This design comes from an exercise in tuning for a short achievable clock period and few clock cycles on the open sky130 flow, not from production work. Function was not checked in any run shown here: the RTL went through the layout flow alone. Power figures rest on the tool's default switching activity, not on a simulated workload.

==> design.v <==
module rv32i_core (
    input  logic Rst,
    input  logic Clk,
    output logic [31:0] imem_addr,
    input  logic [31:0] imem_rdata,
    output logic        dmem_re,
    output logic        dmem_we,
    output logic [1:0]  dmem_size,
    output logic [31:0] dmem_addr,
    output logic [31:0] dmem_wdata,
    input  logic [31:0] dmem_rdata,
    output logic        retire_valid,
    output logic [31:0] retire_pc,
    output logic        retire_we,
    output logic [4:0]  retire_rd,
    output logic [31:0] retire_wdata
);
    localparam int BI   = 4;             
    localparam int BN   = 1 << BI;       
    localparam int TH   = 15;            
    localparam int TW   = TH - BI - 1;
    localparam int GH   = 15;            
    localparam int LW   = 6;             
    localparam logic [LW-1:0] LMAX = '1;
    logic        stall, redirect;
    logic [31:0] pc_f, pcx_f, ia_f;
    logic        first, firstb;
    logic        v_d;
    logic [31:0] ir_d, pc_d;
    logic        pt_d;
    logic [GH:2] ptgt_d;
    logic        v_e;
    logic [31:0] pc_e, pc4_e, tgt_e;
    logic [GH:2] ptgt_e;
    logic        pt_e;
    logic [31:0] a_e, b_e, sd_e;
    logic        fa_e, fb_e, fs_e;
    logic        sub_e, sra_e;
    logic        s_add_e, s_sll_e, s_slt_e, s_sltu_e, s_xor_e, s_srx_e, s_or_e, s_and_e, s_link_e;
    logic        is_br_e, is_jalr_e, is_ld_e, is_st_e, is_ctl_e, we_e;
    logic        c_eq_e, c_lt_e, c_ltu_e, c_inv_e;
    logic        force_tk_e, m_nt_e;
    logic [4:0]  rd_e;
    logic [2:0]  f3_e;
    logic        v_m, re_m, st_m, we_m, is_ld_m, upd_m, tk_m, rdr_m;
    logic [31:0] pc_m, res_m, addr_m, sd_m, tgt_m, rpt_m, rpn_m;
    logic [4:0]  rd_m;
    logic        lb_m, lh_m, ls_m;
    logic [1:0]  sz_m;
    logic        ret_v, ret_we;
    logic [31:0] ret_pc, ret_wd;
    logic [4:0]  ret_rd;
    logic [BN-1:0] btb_v;
    logic [TW-1:0] btb_tag [BN];
    logic [GH:2]   btb_tgt [BN];
    logic [1:0]    btb_ctr [BN];
    logic [LW-1:0] btb_it [BN];
    logic [LW-1:0] btb_trip [BN];
    logic [BN-1:0] btb_cf;
    logic [BN-1:0] btb_p;
    logic [BI-1:0] fidx;
    logic          f_hit;
    logic [GH:2]   f_tgt;
    logic [31:0]   pc_f4, pc_next;
    assign fidx  = pc_f[BI+1:2];
    assign f_hit = btb_v[fidx] && (btb_tag[fidx] == pc_f[TH:BI+2]) && btb_p[fidx];
    assign f_tgt = btb_tgt[fidx];
    assign pc_f4 = pc_f + 32'd4;
    always_comb begin
        if (rdr_m)      pc_next = tk_m ? rpt_m : rpn_m;
        else if (stall) pc_next = pc_f;
        else if (f_hit) pc_next = {pc_f[31:GH+1], f_tgt, 2'b00};
        else            pc_next = pc_f4;
    end
    always_ff @(posedge Clk or posedge Rst) begin
        if (Rst) first <= 1'b1;
        else     first <= 1'b0;
    end
    always_ff @(posedge Clk or posedge Rst) begin
        if (Rst) firstb <= 1'b0;
        else     firstb <= 1'b1;
    end
    always_ff @(posedge Clk) begin
        ia_f  <= first ? 32'd0 : pc_next;
        pcx_f <= firstb ? pc_next : 32'd0;
    end
    assign pc_f      = pcx_f;
    assign imem_addr = ia_f;
    always_ff @(posedge Clk or posedge Rst) begin
        if (Rst) v_d <= 1'b0;
        else     v_d <= !rdr_m && !first && (stall ? v_d : 1'b1);
    end
    always_ff @(posedge Clk) begin
        if (!stall) begin
            ir_d   <= imem_rdata;
            pc_d   <= pc_f;
            pt_d   <= f_hit;
            ptgt_d <= f_tgt;
        end
    end
    logic [4:0] op;
    logic [4:0] rd, rs1, rs2;
    logic [2:0] f3;
    logic       i30;
    assign op  = ir_d[6:2];
    assign rd  = ir_d[11:7];
    assign f3  = ir_d[14:12];
    assign rs1 = ir_d[19:15];
    assign rs2 = ir_d[24:20];
    assign i30 = ir_d[30];
    logic is_lui, is_auipc, is_jal, is_jalr, is_br, is_ld, is_st, is_alui, is_alur;
    assign is_lui   = (op == 5'b01101);
    assign is_auipc = (op == 5'b00101);
    assign is_jal   = (op == 5'b11011);
    assign is_jalr  = (op == 5'b11001);
    assign is_br    = (op == 5'b11000);
    assign is_ld    = (op == 5'b00000);
    assign is_st    = (op == 5'b01000);
    assign is_alui  = (op == 5'b00100);
    assign is_alur  = (op == 5'b01100);
    logic writes, use1, use2, use_imm;
    assign writes  = (is_lui | is_auipc | is_jal | is_jalr | is_ld | is_alui | is_alur) && (rd != 5'd0);
    assign use1    = is_jalr | is_br | is_ld | is_st | is_alui | is_alur;
    assign use2    = is_br | is_st | is_alur;
    assign use_imm = ~(is_br | is_alur);
    logic [31:0] immI, immS, immB, immU, immJ, imm;
    assign immI = {{20{ir_d[31]}}, ir_d[31:20]};
    assign immS = {{20{ir_d[31]}}, ir_d[31:25], ir_d[11:7]};
    assign immB = {{19{ir_d[31]}}, ir_d[31], ir_d[7], ir_d[30:25], ir_d[11:8], 1'b0};
    assign immU = {ir_d[31:12], 12'b0};
    assign immJ = {{11{ir_d[31]}}, ir_d[31], ir_d[19:12], ir_d[20], ir_d[30:21], 1'b0};
    always_comb begin
        if (is_st)                    imm = immS;
        else if (is_lui | is_auipc)   imm = immU;
        else                          imm = immI;
    end
    logic [31:0] rf [32];
    logic [31:0] rv;
    logic [31:0] rf1, rf2, r1, r2;
    assign rf1 = rv[rs1] ? rf[rs1] : 32'd0;
    assign rf2 = rv[rs2] ? rf[rs2] : 32'd0;
    logic [31:0] ld, mv;
    assign mv = is_ld_m ? ld : res_m;
    always_ff @(posedge Clk) begin
        if (v_m && we_m) rf[rd_m] <= mv;
    end
    always_ff @(posedge Clk or posedge Rst) begin
        if (Rst)              rv <= 32'd0;
        else if (v_m && we_m) rv[rd_m] <= 1'b1;
    end
    logic h1e, h1m, h2e, h2m;
    assign h1e = v_e && we_e && (rd_e == rs1);
    assign h1m = v_m && we_m && (rd_m == rs1);
    assign h2e = v_e && we_e && (rd_e == rs2);
    assign h2m = v_m && we_m && (rd_m == rs2);
    assign r1 = h1m ? mv : rf1;
    assign r2 = h2m ? mv : rf2;
    assign stall = v_d && v_e && is_ld_e && ((use1 && h1e) || (use2 && h2e));
    logic [31:0] tgt_d;
    assign tgt_d  = pc_d + (is_jal ? immJ : immB);
    always_ff @(posedge Clk or posedge Rst) begin
        if (Rst) v_e <= 1'b0;
        else     v_e <= v_d && !stall && !rdr_m;
    end
    always_ff @(posedge Clk) begin
        pc_e   <= pc_d;
        pc4_e  <= pc_d + 32'd4;
        tgt_e  <= tgt_d;
        rd_e   <= rd;
        f3_e   <= f3;
        we_e   <= writes;
        is_br_e   <= is_br;
        is_jalr_e <= is_jalr;
        is_ld_e   <= is_ld;
        is_st_e   <= is_st;
        is_ctl_e  <= is_br | is_jal;
        a_e  <= (use1 && h1e) ? 32'd0 : is_auipc ? pc_d : is_lui ? 32'd0 : r1;
        fa_e <= use1 && h1e;
        b_e  <= use_imm ? imm : h2e ? 32'd0 : r2;
        fb_e <= !use_imm && h2e;
        sd_e <= h2e ? 32'd0 : r2;
        fs_e <= is_st && h2e;
        sub_e    <= (is_alur && f3 == 3'b000 && i30);
        sra_e    <= i30;
        s_add_e  <= !(is_alui | is_alur | is_jal | is_jalr) || ((is_alui | is_alur) && f3 == 3'b000);
        s_sll_e  <= (is_alui | is_alur) && f3 == 3'b001;
        s_slt_e  <= (is_alui | is_alur) && f3 == 3'b010;
        s_sltu_e <= (is_alui | is_alur) && f3 == 3'b011;
        s_xor_e  <= (is_alui | is_alur) && f3 == 3'b100;
        s_srx_e  <= (is_alui | is_alur) && f3 == 3'b101;
        s_or_e   <= (is_alui | is_alur) && f3 == 3'b110;
        s_and_e  <= (is_alui | is_alur) && f3 == 3'b111;
        s_link_e <= is_jal | is_jalr;
        c_eq_e  <= (f3[2] == 1'b0);
        c_lt_e  <= (f3[2:1] == 2'b10);
        c_ltu_e <= (f3[2:1] == 2'b11);
        c_inv_e <= f3[0];
        force_tk_e <= is_jal | is_jalr;
        m_nt_e     <= pt_d;
        pt_e       <= pt_d && !is_jalr;
        ptgt_e     <= ptgt_d;
    end
    logic [31:0] a, b, sd;
    assign a  = ({32{fa_e}} & res_m) | a_e;
    assign b  = ({32{fb_e}} & res_m) | b_e;
    assign sd = ({32{fs_e}} & res_m) | sd_e;
    logic [32:0] sum33;
    logic [31:0] sum;
    assign sum33 = {a, 1'b1} + {b ^ {32{sub_e}}, sub_e};
    assign sum   = sum33[32:1];
    logic eq, lt, ltu;
    assign eq  = (a == b);
    assign lt  = ($signed(a) < $signed(b));
    assign ltu = (a < b);
    logic [31:0] sll, srx;
    logic [32:0] sr33;
    assign sll  = a << b[4:0];
    assign sr33 = $signed({sra_e & a[31], a}) >>> b[4:0];
    assign srx  = sr33[31:0];
    logic [31:0] alu;
    assign alu = ({32{s_add_e}}  & sum)
               | ({32{s_sll_e}}  & sll)
               | ({32{s_slt_e}}  & {31'd0, lt})
               | ({32{s_sltu_e}} & {31'd0, ltu})
               | ({32{s_xor_e}}  & (a ^ b))
               | ({32{s_srx_e}}  & srx)
               | ({32{s_or_e}}   & (a | b))
               | ({32{s_and_e}}  & (a & b))
               | ({32{s_link_e}} & pc4_e);
    logic taken;
    assign taken = is_br_e ? (((c_eq_e & eq) | (c_lt_e & lt) | (c_ltu_e & ltu)) ^ c_inv_e) : force_tk_e;
    logic ve, tgt_ok, red_t, red_n;
    assign ve       = v_e && !rdr_m;
    assign tgt_ok   = pt_e && (tgt_e == {pc_e[31:GH+1], ptgt_e, 2'b00});
    assign red_t    = ve && !tgt_ok;
    assign red_n    = ve && m_nt_e;
    assign redirect = taken ? red_t : red_n;
    always_ff @(posedge Clk or posedge Rst) begin
        if (Rst) begin
            rdr_m <= 1'b0;
            v_m   <= 1'b0;
            re_m  <= 1'b0;
            st_m  <= 1'b0;
        end else begin
            rdr_m <= redirect;
            v_m   <= ve;
            re_m  <= ve && is_ld_e;
            st_m  <= ve && is_st_e;
        end
    end
    always_ff @(posedge Clk) begin
        rpt_m   <= is_jalr_e ? sum : tgt_e;
        rpn_m   <= pc4_e;
        pc_m    <= pc_e;
        we_m    <= we_e;
        rd_m    <= rd_e;
        lb_m    <= (f3_e[1:0] == 2'b00);
        lh_m    <= (f3_e[1:0] == 2'b01);
        ls_m    <= !f3_e[2];
        sz_m    <= f3_e[1:0];
        is_ld_m <= is_ld_e;
        res_m   <= alu;
        addr_m  <= sum;
        sd_m    <= sd;
        tgt_m   <= tgt_e;
        upd_m   <= ve && is_ctl_e;
        tk_m    <= taken;
    end
    assign dmem_re    = re_m;
    assign dmem_we    = st_m;
    assign dmem_size  = sz_m;
    assign dmem_addr  = addr_m;
    assign dmem_wdata = sd_m;
    always_comb begin
        ld[7:0] = dmem_rdata[7:0];
        if (lb_m)      ld[15:8] = {8{dmem_rdata[7] & ls_m}};
        else           ld[15:8] = dmem_rdata[15:8];
        if (lb_m)      ld[31:16] = {16{dmem_rdata[7] & ls_m}};
        else if (lh_m) ld[31:16] = {16{dmem_rdata[15] & ls_m}};
        else           ld[31:16] = dmem_rdata[31:16];
    end
    logic [BI-1:0] midx;
    logic          m_hit;
    assign midx  = pc_m[BI+1:2];
    assign m_hit = btb_v[midx] && (btb_tag[midx] == pc_m[TH:BI+2]);
    logic [1:0]    c_old, c_new;
    logic [LW-1:0] it_old, tr_old, it_new, tr_new;
    logic          cf_new;
    assign c_old  = btb_ctr[midx];
    assign it_old = btb_it[midx];
    assign tr_old = btb_trip[midx];
    always_comb begin
        if (!m_hit) begin
            c_new  = 2'b10;
            it_new = 1;
            tr_new = '0;
            cf_new = 1'b0;
        end else if (tk_m) begin
            c_new  = (c_old == 2'b11) ? c_old : c_old + 2'b01;
            it_new = (it_old == LMAX) ? it_old : it_old + 1'b1;
            tr_new = tr_old;
            cf_new = btb_cf[midx];
        end else begin
            c_new  = (c_old == 2'b00) ? c_old : c_old - 2'b01;
            it_new = '0;
            tr_new = it_old;
            cf_new = (it_old == tr_old) && (it_old != LMAX);
        end
    end
    logic          bw_en, bw_tk, bw_new, bw_cf;
    logic [BI-1:0] bw_idx;
    logic [1:0]    bw_c;
    logic [LW-1:0] bw_it, bw_tr;
    logic [GH:2]   bw_tgt;
    logic [TW-1:0] bw_tag;
    always_ff @(posedge Clk or posedge Rst) begin
        if (Rst) bw_en <= 1'b0;
        else     bw_en <= upd_m && (m_hit || tk_m);
    end
    always_ff @(posedge Clk) begin
        bw_tk  <= tk_m;
        bw_new <= !m_hit;
        bw_idx <= midx;
        bw_c   <= c_new;
        bw_it  <= it_new;
        bw_tr  <= tr_new;
        bw_cf  <= cf_new;
        bw_tgt <= tgt_m[GH:2];
        bw_tag <= pc_m[TH:BI+2];
    end
    always_ff @(posedge Clk or posedge Rst) begin
        if (Rst)                 btb_v <= '0;
        else if (bw_en && bw_tk) btb_v[bw_idx] <= 1'b1;
    end
    always_ff @(posedge Clk) begin
        if (bw_en) begin
            btb_ctr[bw_idx]  <= bw_c;
            btb_it[bw_idx]   <= bw_it;
            btb_trip[bw_idx] <= bw_tr;
            btb_cf[bw_idx]   <= bw_cf;
            btb_p[bw_idx]    <= bw_c[1] && !(bw_cf && bw_it == bw_tr);
            if (bw_tk)  btb_tgt[bw_idx] <= bw_tgt;
            if (bw_new) btb_tag[bw_idx] <= bw_tag;
        end
    end
    always_ff @(posedge Clk or posedge Rst) begin
        if (Rst) ret_v <= 1'b0;
        else     ret_v <= v_m;
    end
    always_ff @(posedge Clk) begin
        ret_pc <= pc_m;
        ret_we <= we_m;
        ret_rd <= rd_m;
        ret_wd <= mv;
    end
    assign retire_valid = ret_v;
    assign retire_pc    = ret_pc;
    assign retire_we    = ret_we;
    assign retire_rd    = ret_rd;
    assign retire_wdata = ret_wd;
endmodule
==> flow/run.sh <==
#!/bin/bash
set -euo pipefail
export MOVE_MIN_GAP=0.3
bash standard.sh SETUP_SLACK_MARGIN=8.5 TNS_END_PERCENT=100 \
  POST_GLOBAL_PLACE_TCL=$PWD/flow/post_gpl.tcl finish > standard_flow.log 2>&1
==> flow/post_gpl.tcl <==
# Move each flip-flop that drives only an output port's buffer next to that
# buffer, when its data input has timing slack to spare.
set block [ord::get_db_block]
set moved 0
foreach port [get_ports -filter "direction == output"] {
  set pnet [get_nets [get_full_name $port]]
  foreach drv [get_pins -of_objects $pnet -filter "direction == output"] {
    set buf [get_cells -of_objects $drv]
    set bin [get_pins -of_objects $buf -filter "direction == input"]
    set inet [get_nets -of_objects $bin]
    if {[llength [get_pins -of_objects $inet]] != 2} { continue }
    foreach d2 [get_pins -of_objects $inet -filter "direction == output"] {
      set ff [get_cells -of_objects $d2]
      if {[llength [get_pins -of_objects $ff -filter "name == CLK"]] != 1} { continue }
      set dpin [get_pins -of_objects $ff -filter "name == D"]
      if {[llength $dpin] != 1} { continue }
      set ds [get_property $dpin slack_max]
      set os [get_property $port slack_max]
      if {$ds - $os < $::env(MOVE_MIN_GAP)} { continue }
      set bi [sta::sta_to_db_inst $buf]
      set fi [sta::sta_to_db_inst $ff]
      lassign [$bi getLocation] x y
      $fi setLocation $x $y
      incr moved
    }
  }
}
puts "post_gpl: moved $moved output flip-flops next to their port buffers"
estimate_parasitics -placement
==> standard.sh <==
#!/bin/bash
# synth_recipe.tcl (not shown) runs the flow's synth.tcl, then flattens the netlist and writes it again
# the make line also repeats each setting of config.mk as NAME=value (left out here)
make -C /OpenROAD-flow-scripts/flow DESIGN_CONFIG=/design/flow/config.mk WORK_HOME=/design/flow/orfs CLKGATE_MAP_FILE= SYNTH_SCRIPT=/design/flow/synth_recipe.tcl "${@:-finish}"
==> config.mk <==
export PLATFORM = sky130hd
export DESIGN_NAME = rv32i_core
export DESIGN_NICKNAME = rv32i_core
export VERILOG_FILES = /design/flow/design.v
export SDC_FILE = /design/flow/constraint.sdc
export NUM_CORES = 8
export LEC_CHECK = 0
export ABC_CLOCK_PERIOD_IN_PS = 3500
export CAP_MARGIN = 30
export CORE_MARGIN = 2
export CORE_UTILIZATION = 40
export GPL_TIMING_DRIVEN = 1
export SLEW_MARGIN = 20
==> constraint.sdc <==
create_clock -name core_clock -period 12.0 [get_ports {Clk}]
set_input_delay 2.4000 -clock core_clock [delete_from_list [all_inputs] [get_ports {Clk}]]
set_output_delay 2.4000 -clock core_clock [all_outputs]
set_load 0.01 [all_outputs]
==> results.rst, run 1 <==
.. list-table::
   :header-rows: 1

   * - Metric
     - Value
   * - Transition time at the pin with the least slew margin
     - 1.13 ns
   * - Number of DRC violations after detailed-routing iteration 0
     - 8895
   * - CTS Buf Count
     - 269
   * - Outcome
     - finished clean
   * - Required time at the endpoint of the critical path
     - 12.75 ns
   * - Leading cell types in the layout, fill and taps excluded
     - edfxtp_1 (1741), mux4_2 (894), dfxtp_1 (463)
   * - Post-synthesis compound-gate area fraction
     - 0.0625
   * - Timing startpoint of the critical path
     - ir_d[5]
   * - Setup TNS
     - 0 ns
   * - RSZ-0062 raised after global routing
     - true
   * - Slew margin rel.
     - 0.246
   * - Endpoint of the worst setup timing path
     - tgt_e[28]
   * - Top FF cell, synth
     - edfxtp_1
   * - Antenna violations before repair
     - 38
   * - CP Class
     - flip-flop to flip-flop
   * - Maximum number of pins on one net before global-route repair
     - 125
   * - Number of clock sinks
     - 2428
   * - Total core area
     - 267000 um2
   * - Cell count after synthesis
     - 6674
   * - Slowest library cell on the worst path
     - edfxtp_1
   * - Max-cap viol count
     - 0
   * - Hold Buf Count CTS
     - 0
   * - Type of element capturing the critical path
     - flip-flop
   * - Vertical extent of the die
     - 522 um
   * - Fraction of layout instances using a drive strength above 1
     - 0.354
   * - Multiplexer share of the synthesized area
     - 0.212
   * - Initial DRT Pass Iterations
     - 8
   * - End of the worst register-to-register path
     - tgt_e[28]
   * - Clock root buffer
     - clkbuf_16
   * - Signal arrival time at the worst endpoint
     - 4.60 ns
   * - Met1 capacity usage during global routing
     - 0.357
   * - Top fanout value on the critical path
     - 4
   * - Register-to-register setup slack
     - 8.15 ns
   * - Yosys Warn Count
     - 1
   * - Number of port buffers
     - 234
   * - Die Span X
     - 522 um
   * - Number of global-route vias before repair
     - 66561
   * - Global-route total usage across every layer
     - 0.267
   * - Layer with the highest usage after global routing
     - met2
   * - Htree depth
     - 5
   * - CTS Buffer Depth
     - 4
   * - Number of enable flip-flop cells after synthesis
     - 1741
   * - Wire length per cell
     - 34.1 um
   * - Detailed-placement wirelength estimate
     - 227000 um
   * - CTS tree
     - yes
   * - Clock Skew
     - 0.0731 ns
   * - Fillers
     - 22232
   * - Largest family of logic cells by synthesized area
     - multiplexers
   * - Xor/xnor cell area share of the yosys netlist
     - 0.0185
   * - Share of synthesized flip-flops with an asynchronous set or reset
     - 0.0239
   * - Maximum single-stage delay on the critical path
     - 0.50 ns
   * - Total nets after synthesis
     - 6910
   * - Max rail drop VDD
     - 0.125 mV
   * - Path type of the worst min-delay path
     - flip-flop to flip-flop
   * - Area Overhead vs Synth
     - 21.2%
   * - Met2 Track Usage GR
     - 0.419
   * - Wirelength, routed
     - 374000 um
   * - Sum of overflow across all layers after global routing
     - 0
   * - First-pass GRT wire length
     - 515000 um
   * - Cell row count
     - 190
   * - Post-Syn Area per Cell
     - 16.1 um2
   * - ANT nets after route
     - 0
   * - Count of endpoints failing hold in the final timing report
     - 0
   * - Slew Limit Fails
     - 0
   * - Clock Pin Slew Worst Setup and Hold Paths
     - 0.06 ns
   * - Top Ports
     - 237
   * - Detailed-route DRC error count
     - 0
   * - Most used cell, CP
     - a21o_1
   * - Setup violations, final
     - 0
   * - Die outline area
     - 273000 um2
   * - Clock period minus worst slack
     - 3.85 ns
   * - Global Route met3 Usage
     - 0.0574
   * - Kind of launch point of the worst setup path
     - flip-flop
   * - Power per unit of standard cell area
     - 163 nW/um2
   * - Peak clock frequency supported by timing
     - 0.260 GHz
   * - Static power due to leakage
     - 44.7 nW
   * - Vias post-DR
     - 68135
   * - Clock insertion delay at the later pin of the skew report
     - 0.93 ns
   * - Effective utilization at floorplan
     - 0.401
   * - Via count normalized by instance count
     - 6.20
   * - Fin crit share
     - 0.320
   * - Final Hold Slack
     - 0.325 ns
   * - Synth Cell Area
     - 107000 um2
   * - Final Net Count
     - 7446
   * - Synthesis-stage register bit count
     - 2428
   * - Most common cell after layout, fill and taps aside
     - edfxtp_1
   * - FF-to-FF Start
     - ir_d[5]
   * - Area fraction in and, or, nand and nor cells after synthesis
     - 0.0493
   * - Worst reg2reg path depth
     - 18
   * - Number of library cell types mapped by synthesis
     - 82
   * - Cell breakdown of the critical path
     - nor2b_4 -> and3_4 -> and2_4 -> buf_6 -> buf_6 -> nand2_4 -> nand2_4 -> ha_4 -> a21o_1 -> a21o_1 -> a21o_1 -> a2111oi_4 -> a21oi_2 -> o31ai_4 -> nand3_2 -> a2111oi_4 -> nor2_2 -> xor2_1
   * - Seq/Total Area, Yosys
     - 0.618
   * - Fraction of the mapped netlist area in adder cells
     - 0.0199
cells in the mapped netlist (11+ instances only):
library cell	instances	share of area
o22a_1	24	0.0020
o21a_1	22	0.0015
buf_1	94	0.0033
nor2b_1	36	0.0021
a22oi_1	25	0.0017
dfxtp_1	629	0.12
nand2_1	350	0.012
nor4_1	26	0.0015
or3_1	11	0.00064
clkbuf_1	292	0.010
a31oi_1	38	0.0022
a211oi_1	51	0.0036
ha_1	169	0.020
nand4_1	32	0.0019
nand3_1	80	0.0037
a221oi_1	11	0.00090
xor2_1	67	0.0055
a21o_1	106	0.0074
a21oi_1	278	0.013
buf_2	40	0.0019
o21ai_0	184	0.0086
o21bai_1	53	0.0037
o2111ai_1	16	0.0013
a221o_1	39	0.0036
o22ai_1	18	0.0010
mux2i_1	156	0.015
xnor2_1	160	0.013
nand2b_1	36	0.0021
and3_1	52	0.0030
nor2_1	319	0.011
nor3_1	104	0.0048
and2_1	59	0.0034
mux4_2	894	0.19
edfxtp_1	1741	0.49
mux2_2	76	0.0080
o211ai_1	46	0.0032
inv_1	120	0.0042
o31ai_1	22	0.0015
dfrtp_1	57	0.013
metal layers:
metal  up-vias  part of all wire
li1      27786                 -
met1     35849              0.38
met2      3726              0.47
met3       764             0.099
met4        10             0.052
met5         -           0.00030
worst max-delay path, delay by kind of cell, from the launching register on:
kind | cells | cell delay, ns
xor+xnor | 1 | 0.15
compound gates | 7 | 1.64
fa+ha+maj | 1 | 0.25
buf+inv | 2 | 0.22
simple gates | 7 | 0.97
flops | 1 | 0.50
flip-flops by register name (all words and copies together) (netlist names), 96 cells and up, named ones only:
signal / count
rf: 1024
btb_trip: 96
btb_it: 96
btb_tag: 160
btb_tgt: 224
logic make-up (layout without fill, tap and decap cells):
group	count (synthesis)	count (layout)
other	2	16
and+or+nand+nor	1141	1145
adders and majority gates	170	170
muxes	1132	1132
DFF	2428	2428
xor gates and xnor gates	227	227
buffers and inverters	558	1282
AOI/OAI and AO/OA	1016	1035
report_power, final:
part	switching, mW	internal (mW)	leakage, nW	total [mW]
Sequential	0.358	9.51	21.6	9.87
Combinational	1.79	1.19	18.7	2.99
Clock	3.52	4.84	4.31	8.35
Total	5.67	15.5	44.6	21.2
area by class of cell:
class	instances	area (um2)	share of cell area
diodes	14	35.0	0.000269
clock buffers	350	7370	0.0566
clock inverters	132	1490	0.0114
inverters	125	489	0.00376
multi-input cells	3711	42400	0.326
flip-flops and latches	2428	66600	0.512
well taps	3552	4440	0.0342
repair buffers	674	7200	0.0553
repair inverters	1	7.51	0.0000577
what timing repair did:
item / in CTS / in global routing
cloned: 36 / 7
resized for setup: 1341 / 324
endpoints found under the setup margin: 1319 / 459
setup buffers: 181 / 64
pin swaps: 146 / 126
metrics by stage:
| step | std cells | worst slack (ns) | power [mW] | util | instance area (um2) |
|---|---|---|---|---|---|
| finish | 10987 | 8.15 | 21.2 | 0.486 | 130000 |
| global route | 10978 | 8.06 | 21.8 | 0.486 | 130000 |
| CTS | 10891 | 8.11 | 21.1 | 0.477 | 128000 |
| detailed placement | 10192 | 6.81 | 12.5 | 0.429 | 115000 |
| global placement | 10168 | 6.57 | 12.4 | 0.428 | 114000 |
| floorplan | 6674 | 8.33 | 11.3 | - | 108000 |
worst min-delay path by stage:
stage | from | to | depth (start not counted)
global route | pc_m[20] | ret_pc[20] | 0
floorplan | tgt_m[10] | bw_tgt[10] | 0
global placement | pc_m[22] | ret_pc[22] | 0
detailed placement | pc_m[20] | ret_pc[20] | 0
CTS | pc_m[25] | ret_pc[25] | 0
finish | pc_e[3] | pc_m[3] | 0
==> inputs of run 2 (changes only) <==
--- a/design.v
+++ b/design.v
@@ -29,6 +29,7 @@
     logic [31:0] ir_d, pc_d;
     logic        pt_d;
     logic [GH:2] ptgt_d;
+    logic [31:0] imm_d, timm_d;
     logic        v_e;
     logic [31:0] pc_e, pc4_e, tgt_e;
     logic [GH:2] ptgt_e;
@@ -90,12 +91,24 @@
         if (Rst) v_d <= 1'b0;
         else     v_d <= !rdr_m && !first && (stall ? v_d : 1'b1);
     end
+    logic [31:0] pre_imm, pre_timm;
+    logic [31:0] q;
+    assign q = imem_rdata;
+    always_comb begin
+        if (q[6:2] == 5'b01000)                            pre_imm = {{20{q[31]}}, q[31:25], q[11:7]};
+        else if (q[6:2] == 5'b01101 || q[6:2] == 5'b00101) pre_imm = {q[31:12], 12'b0};
+        else                                               pre_imm = {{20{q[31]}}, q[31:20]};
+        if (q[6:2] == 5'b11011) pre_timm = {{11{q[31]}}, q[31], q[19:12], q[20], q[30:21], 1'b0};
+        else                    pre_timm = {{19{q[31]}}, q[31], q[7], q[30:25], q[11:8], 1'b0};
+    end
     always_ff @(posedge Clk) begin
         if (!stall) begin
             ir_d   <= imem_rdata;
             pc_d   <= pc_f;
             pt_d   <= f_hit;
             ptgt_d <= f_tgt;
+            imm_d  <= pre_imm;
+            timm_d <= pre_timm;
         end
     end
     logic [4:0] op;
@@ -123,17 +136,8 @@
     assign use1    = is_jalr | is_br | is_ld | is_st | is_alui | is_alur;
     assign use2    = is_br | is_st | is_alur;
     assign use_imm = ~(is_br | is_alur);
-    logic [31:0] immI, immS, immB, immU, immJ, imm;
-    assign immI = {{20{ir_d[31]}}, ir_d[31:20]};
-    assign immS = {{20{ir_d[31]}}, ir_d[31:25], ir_d[11:7]};
-    assign immB = {{19{ir_d[31]}}, ir_d[31], ir_d[7], ir_d[30:25], ir_d[11:8], 1'b0};
-    assign immU = {ir_d[31:12], 12'b0};
-    assign immJ = {{11{ir_d[31]}}, ir_d[31], ir_d[19:12], ir_d[20], ir_d[30:21], 1'b0};
-    always_comb begin
-        if (is_st)                    imm = immS;
-        else if (is_lui | is_auipc)   imm = immU;
-        else                          imm = immI;
-    end
+    logic [31:0] imm;
+    assign imm = imm_d;
     logic [31:0] rf [32];
     logic [31:0] rv;
     logic [31:0] rf1, rf2, r1, r2;
@@ -157,7 +161,7 @@
     assign r2 = h2m ? mv : rf2;
     assign stall = v_d && v_e && is_ld_e && ((use1 && h1e) || (use2 && h2e));
     logic [31:0] tgt_d;
-    assign tgt_d  = pc_d + (is_jal ? immJ : immB);
+    assign tgt_d  = pc_d + timm_d;
     always_ff @(posedge Clk or posedge Rst) begin
         if (Rst) v_e <= 1'b0;
         else     v_e <= v_d && !stall && !rdr_m;
==> results.rst, run 2 <==
.. list-table::
   :header-rows: 1

   * - Metric
     - Value
   * - Clock power share
     - 0.394
   * - Cell area after layout
     - 132000 um2
   * - Count of endpoints failing hold in the final timing report
     - 0
   * - Fin crit share
     - 0.324
   * - Share of the synthesized area in the top cell type
     - 0.490
   * - Largest register FFs
     - 1024
   * - Peak clock frequency supported by timing
     - 0.257 GHz
   * - Setup violations, final
     - 0
   * - Via count normalized by instance count
     - 6.18
   * - Number of library cell types mapped by synthesis
     - 89
   * - Internal power contribution
     - 15.8 mW
   * - Leading cell types in the layout, fill and taps excluded
     - edfxtp_1 (1785), mux4_2 (895), dfxtp_1 (469)
   * - Final Net Count
     - 7636
   * - Cell count after synthesis
     - 6863
   * - Top Registers
     - rf x1024, btb_tgt x224, btb_tag x160
   * - Clock insertion delay at the later pin of the skew report
     - 0.87 ns
   * - CTS Buffer Depth
     - 4
   * - Static power due to leakage
     - 45.6 nW
   * - Wirelength, routed
     - 375000 um
   * - Total nets after synthesis
     - 7099
   * - Placed cell areas
     - 117000 um2
   * - Top fanout value on the critical path
     - 7
   * - Total core area
     - 273000 um2
   * - Outcome
     - finished clean
   * - Die outline area
     - 278000 um2
   * - CTS Buf Count
     - 274
   * - CP Class
     - flip-flop to flip-flop
   * - CTS tree
     - yes
   * - Post-Syn Area per Cell
     - 16.0 um2
   * - P_sw
     - 5.58 mW
   * - Worst reg2reg path depth
     - 12
   * - Detailed-placement wirelength estimate
     - 224000 um
   * - Number of port buffers
     - 234
   * - Vertical extent of the die
     - 527 um
   * - Slew margin rel.
     - 0.211
   * - Type of element capturing the critical path
     - flip-flop
   * - Register name with the most flops
     - rf
   * - Seq/Total Area, Yosys
     - 0.618
   * - Synthesis-stage register bit count
     - 2472
   * - Cell row count
     - 192
   * - Area Overhead vs Synth
     - 20.8%
   * - Max-cap viol count
     - 0
   * - Post-synth top cells
     - edfxtp_1 (1785), mux4_2 (890), dfxtp_1 (629)
   * - Cell type contributing the most total cell area after synthesis
     - edfxtp_1
   * - Transition time at the pin with the least slew margin
     - 1.18 ns
   * - Signal arrival time at the worst endpoint
     - 4.64 ns
   * - Most common cell after layout, fill and taps aside
     - edfxtp_1
   * - Yosys Warn Count
     - 1
   * - Cells taking the most area after synthesis
     - edfxtp_1 (49%), mux4_2 (18%), dfxtp_1 (11%), ha_1 (1.9%), mux2i_1 (1.6%)
   * - Number of enable flip-flop cells after synthesis
     - 1785
   * - Vias post-DR
     - 69377
   * - Sum of overflow across all layers after global routing
     - 0
   * - Power per unit of standard cell area
     - 162 nW/um2
   * - Clock root buffer
     - clkbuf_16
   * - Clock period minus worst slack
     - 3.89 ns
   * - Share of synthesized flip-flops with an asynchronous set or reset
     - 0.0235
   * - First-pass GRT wire length
     - 513000 um
   * - Fraction of layout instances using a drive strength above 1
     - 0.343
   * - Required time at the endpoint of the critical path
     - 12.75 ns
   * - Path type of the worst min-delay path
     - flip-flop to flip-flop
   * - Htree depth
     - 5
   * - Most frequent cell after synthesis
     - edfxtp_1
   * - Top Ports
     - 237
   * - Number of clock sinks
     - 2472
   * - Fraction of power consumed by combinational cells
     - 0.135
   * - Max rail drop VDD
     - 0.125 mV
   * - Top FF cell, synth
     - edfxtp_1
   * - Clock Skew
     - 0.0634 ns
   * - ANT nets after route
     - 0
   * - Fillers
     - 22710
   * - Synth Cell Area
     - 109000 um2
   * - Worst hold stages
     - 0
   * - Proportion of total power due to net switching
     - 0.261
   * - Detailed-route DRC error count
     - 0
   * - Kind of launch point of the worst setup path
     - flip-flop
   * - Wire length per cell
     - 33.4 um
   * - Clock Pin Slew Worst Setup and Hold Paths
     - 0.06 ns
   * - Maximum number of pins on one net before global-route repair
     - 127
   * - Slew Limit Fails
     - 0
   * - Number of DRC violations after detailed-routing iteration 0
     - 8740
   * - Number of global-route vias before repair
     - 67551
   * - Die Span X
     - 527 um
   * - Global-route total usage across every layer
     - 0.258
   * - Setup TNS
     - 0 ns
   * - Initial DRT Pass Iterations
     - 6
   * - RSZ-0062 raised after global routing
     - true
   * - Effective utilization at floorplan
     - 0.401
   * - Portion of total power attributed to sequential cells
     - 0.471
   * - Antenna violations before repair
     - 49
-- run 2: worst paths after layout --
path	slack (ns)	end	start
setup / recovery	8.11	ia_f[30]	pcx_f[2]
hold / removal	0.32	pc_m[8]	pc_e[8]
setup reg to reg	8.11	ia_f[30]	pcx_f[2]
hold reg to reg	0.32	pc_m[8]	pc_e[8]
max in group asynchronous	9.26	first	Rst
min in group asynchronous	2.09	rv[26]	Rst
-- run 2: repair_timing --
item | CTS | global route
hold buffers | 0 | 0
endpoints found under the setup margin | 1336 | 504
gates cloned | 38 | 21
gates resized for setup | 1365 | 221
pin swaps | 125 | 111
buffers inserted | 159 | 95
-- run 2: cell type report --
class	instances	area [um2]	share of cell area
inverter	122	520	0.00393
timing repair buffer	664	7120	0.0538
tap	3589	4490	0.0339
clock inverter	132	1240	0.00940
clock buffer	358	7650	0.0578
timing repair inverter	5	58.8	0.000444
multi-input combinational	3861	43200	0.327
antenna	24	60.1	0.000454
sequential	2472	67900	0.513
-- run 2: critical path, stage by stage, from the launching register on --
cell and delay (ns):
dfxtp_4 0.51, buf_16 0.18, mux4_2 0.54, mux4_2 0.56, a22oi_2 0.19, o21a_1 0.20, o2111ai_4 0.12, or4b_4 0.67
buf_6 0.18, nand4_1 0.10, nor3b_1 0.06, a221o_1 0.34, nor2_1 0.12
-- run 2: kinds of logic (layout without fill, tap and decap cells) --
group / count (synthesis) / count (layout) / synth area share
flip-flops: 2472 / 2472 / 0.618
buffers and inverters: 558 / 1281 / 0.0200
AND/OR/NAND/NOR: 1283 / 1287 / 0.0547
multiplexers: 1177 / 1178 / 0.212
adder cells (fa/ha/maj): 170 / 170 / 0.0195
other: 2 / 26 / 0.0000686
AO/OA/AOI/OAI: 993 / 1016 / 0.0594
XOR/XNOR: 208 / 208 / 0.0166
-- run 2: per-stage QoR --
step | power (mW) | utilization | std cells | hold WS [ns] | worst slack [ns]
CTS | 21.2 | 0.476 | 11076 | 0.325 | 8.12
global placement | 12.5 | 0.427 | 10366 | 0.313 | 6.42
global route | 22.0 | 0.485 | 11217 | 0.330 | 8.06
detailed placement | 12.5 | 0.428 | 10389 | 0.312 | 6.43
finish | 21.4 | 0.485 | 11227 | 0.323 | 8.11
floorplan | 11.5 | - | 6863 | 0.310 | 8.05
-- run 2: power by group through the flow --
stage	Sequential [mW]	Clock, mW	Combinational (mW)
finish	10.1	8.42	2.88
global route	10.1	8.86	3.01
CTS	10.0	8.51	2.66
detailed placement	10.2	0	2.37
global placement	10.2	0	2.33
floorplan	10.0	0	1.45
-- run 2: layer usage --
metal,track usage,share of wire
met2,0.409,0.47
met1,0.345,0.39
met3,0.0481,0.095
met5,0,0.00018
met4,0.122,0.054
==> inputs of run 3 (changes only) <==
==> flow/run.sh (replaced) <==
#!/bin/bash
set -euo pipefail
export MOVE_MIN_GAP=0.3
bash standard.sh SETUP_SLACK_MARGIN=8.5 TNS_END_PERCENT=100 MATCH_CELL_FOOTPRINT=0 \
  POST_GLOBAL_PLACE_TCL=$PWD/flow/post_gpl.tcl finish > standard_flow.log 2>&1
==> results.rst, run 3 <==
.. list-table::
   :header-rows: 1

   * - Metric
     - Value
   * - Top FF cell, synth
     - edfxtp_1
   * - Sum of overflow across all layers after global routing
     - 0
   * - Seq/Total Area, Yosys
     - 0.618
   * - Cell row count
     - 192
   * - Fraction of layout instances using a drive strength above 1
     - 0.342
   * - Type of element capturing the critical path
     - flip-flop
   * - Cell type contributing the most total cell area after synthesis
     - edfxtp_1
   * - Outcome
     - finished clean
   * - Detailed-route DRC error count
     - 0
   * - Most frequent cell after synthesis
     - edfxtp_1
   * - Number of enable flip-flop cells after synthesis
     - 1785
   * - Static power due to leakage
     - 45.6 nW
   * - Proportion of total power due to net switching
     - 0.264
   * - Number of library cell types mapped by synthesis
     - 89
   * - Slew margin rel.
     - 0.215
   * - Via count normalized by instance count
     - 6.19
   * - Share of synthesized flip-flops with an asynchronous set or reset
     - 0.0235
   * - Effective utilization at floorplan
     - 0.401
   * - Number of DRC violations after detailed-routing iteration 0
     - 9419
   * - CP Class
     - flip-flop to flip-flop
   * - Smallest setup slack after layout
     - 8.01 ns
   * - Clock Skew
     - 0.0735 ns
   * - Global-route total usage across every layer
     - 0.261
   * - Cell count after synthesis
     - 6863
   * - Htree depth
     - 5
   * - Wirelength, routed
     - 376000 um
   * - Number of global-route vias before repair
     - 68423
   * - Area Overhead vs Synth
     - 21.0%
   * - Vias post-DR
     - 69660
   * - Maximum number of pins on one net before global-route repair
     - 87
   * - Setup TNS
     - 0 ns
   * - Number of port buffers
     - 234
   * - Setup violations, final
     - 0
   * - Fillers
     - 22736
   * - Count of endpoints failing hold in the final timing report
     - 0
   * - ANT nets after route
     - 0
   * - P_sw
     - 5.65 mW
   * - Required time at the endpoint of the critical path
     - 12.76 ns
   * - CTS Buffer Depth
     - 4
   * - Internal power contribution
     - 15.7 mW
   * - Detailed-placement wirelength estimate
     - 224000 um
   * - Clock Pin Slew Worst Setup and Hold Paths
     - 0.06 ns
   * - Vertical extent of the die
     - 527 um
   * - Post-Syn Area per Cell
     - 16.0 um2
   * - Portion of total power attributed to sequential cells
     - 0.470
   * - Number of clock sinks
     - 2472
   * - Largest family of logic cells by synthesized area
     - multiplexers
   * - Clock power share
     - 0.395
   * - Final Net Count
     - 7636
   * - Power per unit of standard cell area
     - 162 nW/um2
   * - Fraction of power consumed by combinational cells
     - 0.135
   * - Peak clock frequency supported by timing
     - 0.250 GHz
   * - Initial DRT Pass Iterations
     - 5
   * - Largest register FFs
     - 1024
   * - Multiplexer share of the synthesized area
     - 0.212
   * - Yosys Warn Count
     - 1
   * - Cells taking the most area after synthesis
     - edfxtp_1 (49%), mux4_2 (18%), dfxtp_1 (11%), ha_1 (1.9%), mux2i_1 (1.6%)
   * - Wire length per cell
     - 33.4 um
   * - CTS tree
     - yes
   * - Hold Buf Count CTS
     - 0
   * - Fraction of the mapped netlist area in adder cells
     - 0.0195
   * - Synth Cell Area
     - 109000 um2
   * - Share of the synthesized area in the top cell type
     - 0.490
   * - Most common cell after layout, fill and taps aside
     - edfxtp_1
   * - Max rail drop VDD
     - 0.107 mV
   * - Transition time at the pin with the least slew margin
     - 1.17 ns
   * - Top Registers
     - rf x1024, btb_tgt x224, btb_tag x160
   * - Total core area
     - 273000 um2
   * - Clock root buffer
     - clkbuf_16
   * - Synthesis-stage register bit count
     - 2472
   * - Clock insertion delay at the later pin of the skew report
     - 0.93 ns
   * - RSZ-0062 raised after global routing
     - true
   * - CTS Buf Count
     - 272
   * - Signal arrival time at the worst endpoint
     - 4.76 ns
   * - Leading cell types in the layout, fill and taps excluded
     - edfxtp_1 (1785), mux4_2 (894), dfxtp_1 (479)
   * - Total nets after synthesis
     - 7099
   * - Area fraction in and, or, nand and nor cells after synthesis
     - 0.0547
   * - Slew Limit Fails
     - 0
   * - Xor/xnor cell area share of the yosys netlist
     - 0.0166
   * - Worst Setup Slack post-DPL
     - 6.21 ns
   * - Clock period minus worst slack
     - 3.99 ns
   * - Post-synthesis compound-gate area fraction
     - 0.0594
   * - Kind of launch point of the worst setup path
     - flip-flop
   * - Top Ports
     - 237
   * - First-pass GRT wire length
     - 518000 um
   * - Antenna violations before repair
     - 56
   * - Post-synth top cells
     - edfxtp_1 (1785), mux4_2 (890), dfxtp_1 (629)
   * - Register name with the most flops
     - rf
   * - Die Span X
     - 527 um
   * - Top fanout value on the critical path
     - 7
   * - Max-cap viol count
     - 0
   * - Path type of the worst min-delay path
     - flip-flop to flip-flop
   * - Die outline area
     - 278000 um2
   * - Fin crit share
     - 0.333
-- run 3: changes by cell type in the layout (fill, tap and decap cells not counted), sizes merged, moves of 4 or more --
cell	before	now
clkinvlp	11	7
buf	582	572
clkinv	100	87
bufbuf	14	0
clkbuf	363	411
diode	24	41
-- run 3: worst paths after layout --
| kind | startpoint | end | slack (ns) | cells after the start |
|---|---|---|---|---|
| setup reg to reg | fb_e | rpt_m[29] | 8.01 | 18 |
| hold / removal | pc_e[3] | pc_m[3] | 0.32 | 0 |
| max in group asynchronous | Rst | first | 9.38 | 4 |
| min in group asynchronous | Rst | btb_v[3] | 1.99 | 3 |
| hold reg to reg | pc_e[3] | pc_m[3] | 0.32 | 0 |
| setup / recovery | fb_e | rpt_m[29] | 8.01 | 18 |
-- run 3: timing repair --
action                                   CTS  global route
setup buffers                            175            76
gates cloned                              45            14
resized for setup                       1202           270
endpoints found under the setup margin  1236           422
pin swaps                                117           107
-- run 3: power groups by stage --
| stage | clock, mW | sequential [mW] | combinational (mW) |
|---|---|---|---|
| after global placement | 0 | 10.2 | 2.32 |
| after global routing | 8.89 | 10.1 | 3.01 |
| after detailed placement | 0 | 10.2 | 2.36 |
| final | 8.45 | 10.1 | 2.89 |
| after floorplan | 0 | 10.0 | 1.44 |
| after CTS | 8.55 | 10.0 | 2.68 |
-- run 3: area by class of cell --
type / instances / area [um2] / share of cell area
timing repair inverter: 2 / 22.5 / 0.000170
sequential: 2472 / 67900 / 0.513
timing repair buffer: 670 / 7270 / 0.0549
clock inverter: 118 / 1360 / 0.0103
antenna: 41 / 103 / 0.000775
clock buffer: 375 / 7670 / 0.0579
multi-input combinational: 3860 / 43100 / 0.326
tap: 3589 / 4490 / 0.0339
inverter: 122 / 504 / 0.00381
-- run 3: routing by layer --
metal	wire length, um	up-vias	GRT usage
li1	-	28429	-
met1	145000	36560	0.346
met2	174000	3855	0.409
met3	35600	812	0.0533
met4	21400	4	0.133
met5	23	-	0
-- run 3: logic make-up (layout without fill, tap and decap cells) --
kind of cell	Yosys count	after routing
AND/OR/NAND/NOR	1283	1289
multiplexers	1177	1178
adder cells (fa/ha/maj)	170	170
other	2	43
flip-flops	2472	2472
buffers and inverters	558	1287
XOR/XNOR	208	208
AO/OA/AOI/OAI	993	1013
-- run 3: worst max-delay path, stage by stage (launching register included) --
cell and delay [ns]:
dfxtp_4 0.39, buf_12 0.16, buf_6 0.14, a21oi_4 0.24, xnor2_1 0.16, ha_1 0.28
buf_4 0.15, a221o_1 0.35, a31oi_2 0.18, o211ai_1 0.25, a221oi_2 0.31, buf_4 0.17
buf_4 0.11, buf_6 0.10, buf_6 0.09, o21ai_4 0.06, or2_4 0.27, xor2_4 0.18
mux2_4 0.27
-- run 3: per-stage QoR --
stage                      util  hold WS [ns]  cell area, um2  power, mW  cells
after CTS                 0.477         0.324          130000       21.3  11110
after global placement    0.427         0.313          117000       12.5  10376
final                     0.485         0.324          132000       21.4  11249
after detailed placement  0.428         0.312          117000       12.5  10397
after global routing      0.485         0.328          132000       22.0  11233
after floorplan               -         0.310          110000       11.4   6863
==> inputs of run 4 (changes only) <==
--- a/design.v
+++ b/design.v
@@ -44,7 +44,8 @@
     logic [4:0]  rd_e;
     logic [2:0]  f3_e;
     logic        v_m, re_m, st_m, we_m, is_ld_m, upd_m, tk_m, rdr_m;
-    logic [31:0] pc_m, res_m, addr_m, sd_m, tgt_m, rpt_m, rpn_m;
+    logic [31:0] pc_m, res_m, addr_m, sd_m, tgt_m, rpn_m;
+    logic        jalr_m;
     logic [4:0]  rd_m;
     logic        lb_m, lh_m, ls_m;
     logic [1:0]  sz_m;
@@ -68,7 +69,7 @@
     assign f_tgt = btb_tgt[fidx];
     assign pc_f4 = pc_f + 32'd4;
     always_comb begin
-        if (rdr_m)      pc_next = tk_m ? rpt_m : rpn_m;
+        if (rdr_m)      pc_next = !tk_m ? rpn_m : jalr_m ? addr_m : tgt_m;
         else if (stall) pc_next = pc_f;
         else if (f_hit) pc_next = {pc_f[31:GH+1], f_tgt, 2'b00};
         else            pc_next = pc_f4;
@@ -253,7 +254,7 @@
         end
     end
     always_ff @(posedge Clk) begin
-        rpt_m   <= is_jalr_e ? sum : tgt_e;
+        jalr_m  <= is_jalr_e;
         rpn_m   <= pc4_e;
         pc_m    <= pc_e;
         we_m    <= we_e;
==> results.rst, run 4 <==
.. list-table::
   :header-rows: 1

   * - Metric
     - Value
   * - Outcome
     - finished clean
   * - Number of clock sinks
     - 2458
   * - Cell type contributing the most total cell area after synthesis
     - edfxtp_1
   * - Levels on crit path
     - 1
   * - Effective utilization at floorplan
     - 0.402
   * - Timing startpoint of the critical path
     - ret_wd[15]
   * - Synth Cell Area
     - 109000 um2
   * - Via count normalized by instance count
     - 6.16
   * - Required time at the endpoint of the critical path
     - 9.60 ns
   * - Family with the most delay on the worst path
     - flip-flops
   * - Worst reg2reg path depth
     - 14
   * - First-pass GRT wire length
     - 512000 um
   * - Initial DRT Pass Iterations
     - 6
   * - Clock Skew
     - 0.0685 ns
   * - Cells taking the most area after synthesis
     - edfxtp_1 (49%), mux4_2 (19%), dfxtp_1 (11%), ha_1 (1.9%), mux2i_1 (1.9%)
   * - Static power due to leakage
     - 44.7 nW
   * - RSZ-0062 raised after global routing
     - true
   * - Max rail drop VDD
     - 0.128 mV
   * - Most frequent cell after synthesis
     - edfxtp_1
   * - Number of DRC violations after detailed-routing iteration 0
     - 8476
   * - Leading cell types in the layout, fill and taps excluded
     - edfxtp_1 (1785), mux4_2 (896), dfxtp_1 (450)
   * - Clock root buffer
     - clkbuf_16
   * - Total core area
     - 271000 um2
   * - Clock Pin Slew Worst Setup and Hold Paths
     - 0.06 ns
   * - Count of endpoints failing hold in the final timing report
     - 0
   * - Hold Buf Count CTS
     - 0
   * - Clock insertion delay at the later pin of the skew report
     - 0.93 ns
   * - Sum of overflow across all layers after global routing
     - 0
   * - Final Net Count
     - 7532
   * - Setup TNS
     - 0 ns
   * - Detailed-route DRC error count
     - 0
   * - Power per unit of standard cell area
     - 162 nW/um2
   * - Number of port buffers
     - 234
   * - Synthesis-stage register bit count
     - 2458
   * - Top Registers
     - rf x1024, btb_tgt x224, btb_tag x160
   * - Vias post-DR
     - 68408
   * - ANT nets after route
     - 0
   * - Fin crit share
     - 0.320
   * - Die outline area
     - 277000 um2
   * - Number of enable flip-flop cells after synthesis
     - 1785
   * - Top fanout value on the critical path
     - 1
   * - Maximum single-stage delay on the critical path
     - 0.40 ns
   * - Fillers
     - 22959
   * - Yosys Warn Count
     - 1
   * - Cell row count
     - 191
   * - Cell breakdown of the critical path
     - buf_6
   * - Global-route total usage across every layer
     - 0.259
   * - Number of library cell types mapped by synthesis
     - 87
   * - End of the worst register-to-register path
     - rdr_m
   * - Fraction of layout instances using a drive strength above 1
     - 0.315
   * - Slew margin rel.
     - 0.272
   * - Final Hold Slack
     - 0.314 ns
   * - Detailed-placement wirelength estimate
     - 222000 um
   * - Slew Limit Fails
     - 0
   * - Largest register FFs
     - 1024
   * - Htree depth
     - 5
   * - Cell count after synthesis
     - 6836
   * - Transition time at the pin with the least slew margin
     - 1.09 ns
   * - Setup violations, final
     - 0
   * - Register-to-register setup slack
     - 8.22 ns
   * - Signal arrival time at the worst endpoint
     - 1.44 ns
   * - Post-synth top cells
     - edfxtp_1 (1785), mux4_2 (896), dfxtp_1 (615)
   * - CTS Buf Count
     - 273
   * - Wirelength, routed
     - 369000 um
   * - Post-Route Utilization
     - 0.480
   * - CTS Buffer Depth
     - 4
   * - Vertical extent of the die
     - 526 um
   * - Top FF cell, synth
     - edfxtp_1
   * - Share of synthesized flip-flops with an asynchronous set or reset
     - 0.0236
   * - Post-Syn Area per Cell
     - 15.9 um2
   * - Number of global-route vias before repair
     - 68169
   * - Endpoint of the worst setup timing path
     - retire_wdata[15]
   * - Wire length per cell
     - 33.2 um
   * - Antenna violations before repair
     - 40
   * - Type of element capturing the critical path
     - primary output
   * - Slowest library cell on the worst path
     - dfxtp_4
   * - Share of the synthesized area in the top cell type
     - 0.492
   * - Peak clock frequency supported by timing
     - 0.260 GHz
   * - Number of buffer and inverter instances along the worst setup path
     - 1
   * - Maximum number of pins on one net before global-route repair
     - 98
   * - Path type of the worst min-delay path
     - flip-flop to flip-flop
   * - CP Class
     - flip-flop to primary output
   * - Clock period minus worst slack
     - 3.84 ns
   * - Register name with the most flops
     - rf
   * - Area Overhead vs Synth
     - 19.4%
   * - Max-cap viol count
     - 0
   * - Kind of launch point of the worst setup path
     - flip-flop
   * - Top Ports
     - 237
   * - CTS tree
     - yes
   * - FF-to-FF Start
     - res_m[9]
   * - Seq/Total Area, Yosys
     - 0.618
   * - Most common cell after layout, fill and taps aside
     - edfxtp_1
   * - Die Span X
     - 526 um
   * - Total nets after synthesis
     - 7072
run 4: cell types whose count changed after synthesis, moves of 14 or more:
| cell | before | now |
|---|---|---|
| nor3_1 | 73 | 121 |
| mux2_2 | 105 | 35 |
| xnor2_1 | 140 | 158 |
| mux2i_1 | 173 | 205 |
| o211ai_1 | 42 | 57 |
| nand2_1 | 415 | 400 |
| dfxtp_1 | 629 | 615 |
| nor2_1 | 368 | 326 |
| nor3b_1 | 40 | 9 |
| a31oi_1 | 26 | 53 |
| o21ai_0 | 187 | 169 |
| a21o_1 | 101 | 117 |
| o311a_1 | 0 | 16 |
run 4: how the worst min path moves through the flow:
stage          slack [ns]  cells after the start  endpoint  startpoint
4_1_cts              0.30                      0   pc_m[3]     pc_e[3]
3_5_place_dp         0.31                      0  pc_m[14]    pc_e[14]
2_1_floorplan        0.31                      0    jalr_m   is_jalr_e
6_report             0.31                      0   pc_m[3]     pc_e[3]
3_3_place_gp         0.31                      0    jalr_m   is_jalr_e
5_1_grt              0.30                      0   pc_m[3]     pc_e[3]
run 4: final cells by class:
class                   instances  area [um2]  share of cell area
flip-flops and latches       2458       67700               0.521
multi-input cells            3840       42100               0.323
clock buffers                 369        7440              0.0572
repair buffers                596        6430              0.0494
well taps                    3570        4470              0.0343
clock inverters               125        1380              0.0106
inverters                     127         508             0.00390
diodes                         18        45.0            0.000346
run 4: per-layer routing:
metal,vias to the layer above,GRT usage,share of wire
met5,-,0,0.000035
met4,2,0.124,0.053
met1,35920,0.343,0.39
met2,3499,0.414,0.47
li1,28304,-,-
met3,683,0.0471,0.090
run 4: power breakdown:
part	total [mW]	internal (mW)	leakage, nW	switching (mW)
Combinational	2.73	1.11	18.7	1.62
Clock	8.25	4.67	4.27	3.58
Sequential	10.0	9.64	21.8	0.399
run 4: logic make-up after synthesis:
family          Yosys count  share of synthesized area
xor+xnor                218                     0.0175
other cells               2                  0.0000689
buf+inv                 566                     0.0202
flops                  2458                      0.618
mux                    1136                      0.208
fa+ha+maj               170                     0.0196
compound gates         1042                     0.0634
simple gates           1244                     0.0536
run 4: repair_timing:
| item | in CTS | in global routing |
|---|---|---|
| buffers inserted | 136 | 48 |
| gates resized for setup | 1188 | 162 |
| setup endpoints to repair | 1247 | 394 |
| pin swaps | 89 | 42 |
| gates cloned | 45 | 6 |
run 4: stage by stage:
step	power [mW]	instances	area (um2)	setup WS (ns)
finish	21.0	11103	130000	8.16
global placement	12.4	10336	116000	6.78
CTS	21.0	11029	129000	8.11
global route	21.7	11101	130000	8.11
detailed placement	12.5	10354	116000	6.72
floorplan	11.4	6836	110000	7.67
==> inputs of run 5 (changes only) <==
==> flow/run.sh (replaced) <==
#!/bin/bash
set -euo pipefail
export MOVE_MIN_GAP=0.3
bash standard.sh SETUP_SLACK_MARGIN=8.5 TNS_END_PERCENT=100 MATCH_CELL_FOOTPRINT=0 SETUP_MOVE_SEQUENCE=unbuffer,sizeup,swap,clone \
  POST_GLOBAL_PLACE_TCL=$PWD/flow/post_gpl.tcl finish > standard_flow.log 2>&1
==> results.rst, run 5 <==
.. list-table::
   :header-rows: 1

   * - Metric
     - Value
   * - Cell count after placement
     - 10354
   * - Total nets after synthesis
     - 7072
   * - Post-synth top cells
     - edfxtp_1 (1785), mux4_2 (896), dfxtp_1 (615)
   * - Setup TNS
     - 0 ns
   * - Global Route met3 Usage
     - 0.0442
   * - CTS tree
     - yes
   * - Most frequent cell after synthesis
     - edfxtp_1
   * - Leading cell types in the layout, fill and taps excluded
     - edfxtp_1 (1785), mux4_2 (896), dfxtp_1 (456)
   * - Number of enable flip-flop cells after synthesis
     - 1785
   * - Design Power
     - 21.0 mW
   * - Type of element capturing the critical path
     - flip-flop
   * - Share of synthesized flip-flops with an asynchronous set or reset
     - 0.0236
   * - Total core area
     - 271000 um2
   * - Share of the synthesized area in the top cell type
     - 0.492
   * - Maximum number of pins on one net before global-route repair
     - 98
   * - Static power due to leakage
     - 44.4 nW
   * - Clock insertion delay at the later pin of the skew report
     - 0.94 ns
   * - Placed cell areas
     - 116000 um2
   * - Wirelength, routed
     - 368000 um
   * - Kind of launch point of the worst setup path
     - flip-flop
   * - Cell breakdown of the critical path
     - a21o_2 -> ha_4 -> nor4_4 -> nand4_1 -> or4b_4 -> a21oi_4 -> o22ai_2 -> a31o_2 -> a311o_2 -> mux2i_1
   * - Initial DRT Pass Iterations
     - 6
   * - Transition time at the pin with the least slew margin
     - 1.29 ns
   * - Final Net Count
     - 7404
   * - Max-cap viol count
     - 0
   * - Number of global-route vias before repair
     - 67525
   * - Area of the multi-input gates
     - 42600 um2
   * - Number of port buffers
     - 234
   * - Seq/Total Area, Yosys
     - 0.618
   * - Family with the most delay on the worst path
     - compound AO/OA/AOI/OAI gates
   * - Via count normalized by instance count
     - 6.20
   * - Effective utilization at floorplan
     - 0.402
   * - Clock root buffer
     - clkbuf_16
   * - First-pass GRT wire length
     - 507000 um
   * - Clock Pin Slew Worst Setup and Hold Paths
     - 0.06 ns
   * - Cell type contributing the most total cell area after synthesis
     - edfxtp_1
   * - Sequential cell area
     - 67700 um2
   * - Htree depth
     - 5
   * - Synthesis-stage register bit count
     - 2458
   * - Met2 Track Usage GR
     - 0.412
   * - Synth Cell Area
     - 109000 um2
   * - Fraction of layout instances using a drive strength above 1
     - 0.316
   * - Vertical extent of the die
     - 526 um
   * - Number of clock sinks
     - 2458
   * - Yosys Warn Count
     - 1
   * - Die Span X
     - 526 um
   * - Slowest library cell on the worst path
     - dfxtp_1
   * - Antenna violations before repair
     - 40
   * - Fin crit share
     - 0.330
   * - Power per unit of standard cell area
     - 161 nW/um2
   * - Post-CTS setup-driven buffer insertion count
     - 0
   * - Largest register FFs
     - 1024
   * - Layer with the highest usage after global routing
     - met2
   * - ANT nets after route
     - 0
   * - Maximum single-stage delay on the critical path
     - 0.80 ns
   * - Post-Syn Area per Cell
     - 15.9 um2
   * - Max rail drop VDD
     - 0.129 mV
   * - Vias post-DR
     - 68078
   * - Slew Limit Fails
     - 0
   * - Clock period minus worst slack
     - 3.96 ns
   * - Top FF cell, synth
     - edfxtp_1
   * - Top fanout value on the critical path
     - 6
   * - Sum of overflow across all layers after global routing
     - 0
   * - Cell row count
     - 191
   * - Number of buffer and inverter instances along the worst setup path
     - 0
   * - Global-route total usage across every layer
     - 0.256
   * - Area Overhead vs Synth
     - 19.6%
   * - Number of DRC violations after detailed-routing iteration 0
     - 8198
   * - Count of endpoints failing hold in the final timing report
     - 0
   * - Outcome
     - finished clean
   * - Top Ports
     - 237
   * - Peak clock frequency supported by timing
     - 0.252 GHz
   * - Number of library cell types mapped by synthesis
     - 87
   * - Slew margin rel.
     - 0.143
   * - Top Registers
     - rf x1024, btb_tgt x224, btb_tag x160
   * - Cell count after synthesis
     - 6836
   * - Detailed-placement wirelength estimate
     - 222000 um
   * - Required time at the endpoint of the critical path
     - 12.73 ns
   * - Path type of the worst min-delay path
     - flip-flop to flip-flop
   * - Detailed-route DRC error count
     - 0
   * - Cells taking the most area after synthesis
     - edfxtp_1 (49%), mux4_2 (19%), dfxtp_1 (11%), ha_1 (1.9%), mux2i_1 (1.9%)
   * - Die outline area
     - 277000 um2
   * - Met1 capacity usage during global routing
     - 0.337
   * - Signal arrival time at the worst endpoint
     - 4.70 ns
   * - Fillers
     - 22844
   * - Most common cell after layout, fill and taps aside
     - edfxtp_1
   * - CTS Buf Count
     - 273
   * - Cell area after layout
     - 130000 um2
   * - CP Class
     - flip-flop to flip-flop
   * - Wire length per cell
     - 33.5 um
   * - Setup violations, final
     - 0
   * - Clock Skew
     - 0.0697 ns
   * - CTS Buffer Depth
     - 4
   * - Final Instance Count excl. Fillers
     - 10977
   * - Register name with the most flops
     - rf
   * - RSZ-0062 raised after global routing
     - true
[run 5: layer usage]
| metal | vias up | part of all wire |
|---|---|---|
| li1 | 28026 | - |
| met1 | 35834 | 0.38 |
| met2 | 3510 | 0.48 |
| met3 | 706 | 0.085 |
| met4 | 2 | 0.054 |
| met5 | - | 0.000022 |
[run 5: path summary, 6_finish.rpt]
| check | from | to | slack, ns | depth (start not counted) |
|---|---|---|---|---|
| min reg2reg | pc_e[3] | pc_m[3] | 0.31 | 0 |
| min | pc_e[3] | pc_m[3] | 0.31 | 0 |
| max reg2reg | res_m[30] | rdr_m | 8.04 | 10 |
| max in group asynchronous | Rst | first | 9.47 | 4 |
| min in group asynchronous | Rst | re_m | 1.90 | 3 |
| max | res_m[30] | rdr_m | 8.04 | 10 |
[run 5: cells by family after synthesis]
| group | share of synthesized area |
|---|---|
| flip-flops | 0.618 |
| AND/OR/NAND/NOR | 0.0536 |
| multiplexers | 0.208 |
| AO/OA/AOI/OAI | 0.0634 |
| buffers and inverters | 0.0202 |
| XOR/XNOR | 0.0175 |
| adder cells (fa/ha/maj) | 0.0196 |
| other | 0.0000689 |
[run 5: power by group]
group | leakage (nW) | switching, mW | internal, mW
Combinational | 18.4 | 1.58 | 1.08
Sequential | 21.8 | 0.409 | 9.64
Clock | 4.27 | 3.58 | 4.67
Total | 44.4 | 5.57 | 15.4
[run 5: stage by stage]
stage          hold slack [ns]   util  setup slack [ns]
6_report                 0.312  0.481              8.04
5_1_grt                  0.301  0.481              7.97
4_1_cts                  0.301  0.474              8.02
3_5_place_dp             0.312  0.429              6.72
3_3_place_gp             0.312  0.428              6.78
2_1_floorplan            0.310      -              7.67
[run 5: repair_timing]
| action | in CTS | in global routing |
|---|---|---|
| pin swaps | 81 | 64 |
| cloned | 66 | 41 |
| endpoints found under the setup margin | 1247 | 400 |
| gates resized for setup | 1234 | 243 |
| hold buffers | 0 | 0 |
[run 5: cell type report]
class,count,share of cell area
Multi-Input combinational cell,3834,0.327
Inverter,127,0.00380
Timing Repair Buffer,474,0.0469
Sequential cell,2458,0.520
Antenna cell,20,0.000384
Clock inverter,125,0.0106
Clock buffer,369,0.0571
Tap cell,3570,0.0343
[run 5: worst reg2reg max path, cell delays in order (launching register included)]
cell and delay [ns]:
dfxtp_1 0.80, a21o_2 0.35, ha_4 0.25, nor4_4 0.42, nand4_1 0.25, or4b_4 0.65, a21oi_4 0.21, o22ai_2 0.12
a31o_2 0.21, a311o_2 0.43, mux2i_1 0.15

separate check: timing with driven ports:
The flow's constraints put no driver on any port. The routed layouts listed below were extracted and timed again, unchanged, in two steps. Step 1 sets driving cells, clkbuf_16 on the clock port and buf_2 on the other inputs (assumed; they add their load-dependent delay and slew). Step 2 moves the port delays by t, midway between the first and last clock arrival at a register: inputs arrive t later, outputs are due t later. That takes back most of the time a late clock gives input paths. Slacks: no drivers / after step 1 / after step 2; pairs: no drivers / after step 1.
run | t (ns) | slack for setup (ns) | worst slew at a driven data input, ns
run 1 | 0.974 | 8.155 / 8.081 / 7.464 | 0.22
run 2 | 0.941 | 8.111 / 8.087 / 7.491 | 0.25
run 3 | 0.981 | 8.008 / 8.008 / 7.434 | 0.25
run 4 | 1.004 | 8.159 / 8.050 / 7.389 | 0.22
run 5 | 1.012 | 8.036 / 7.942 / 7.427 | 0.22
After both steps setup and hold are still met in every run listed. The setup slack of run 4, which loses most, moves by -0.109 ns with the drivers and by -0.770 ns with both steps.
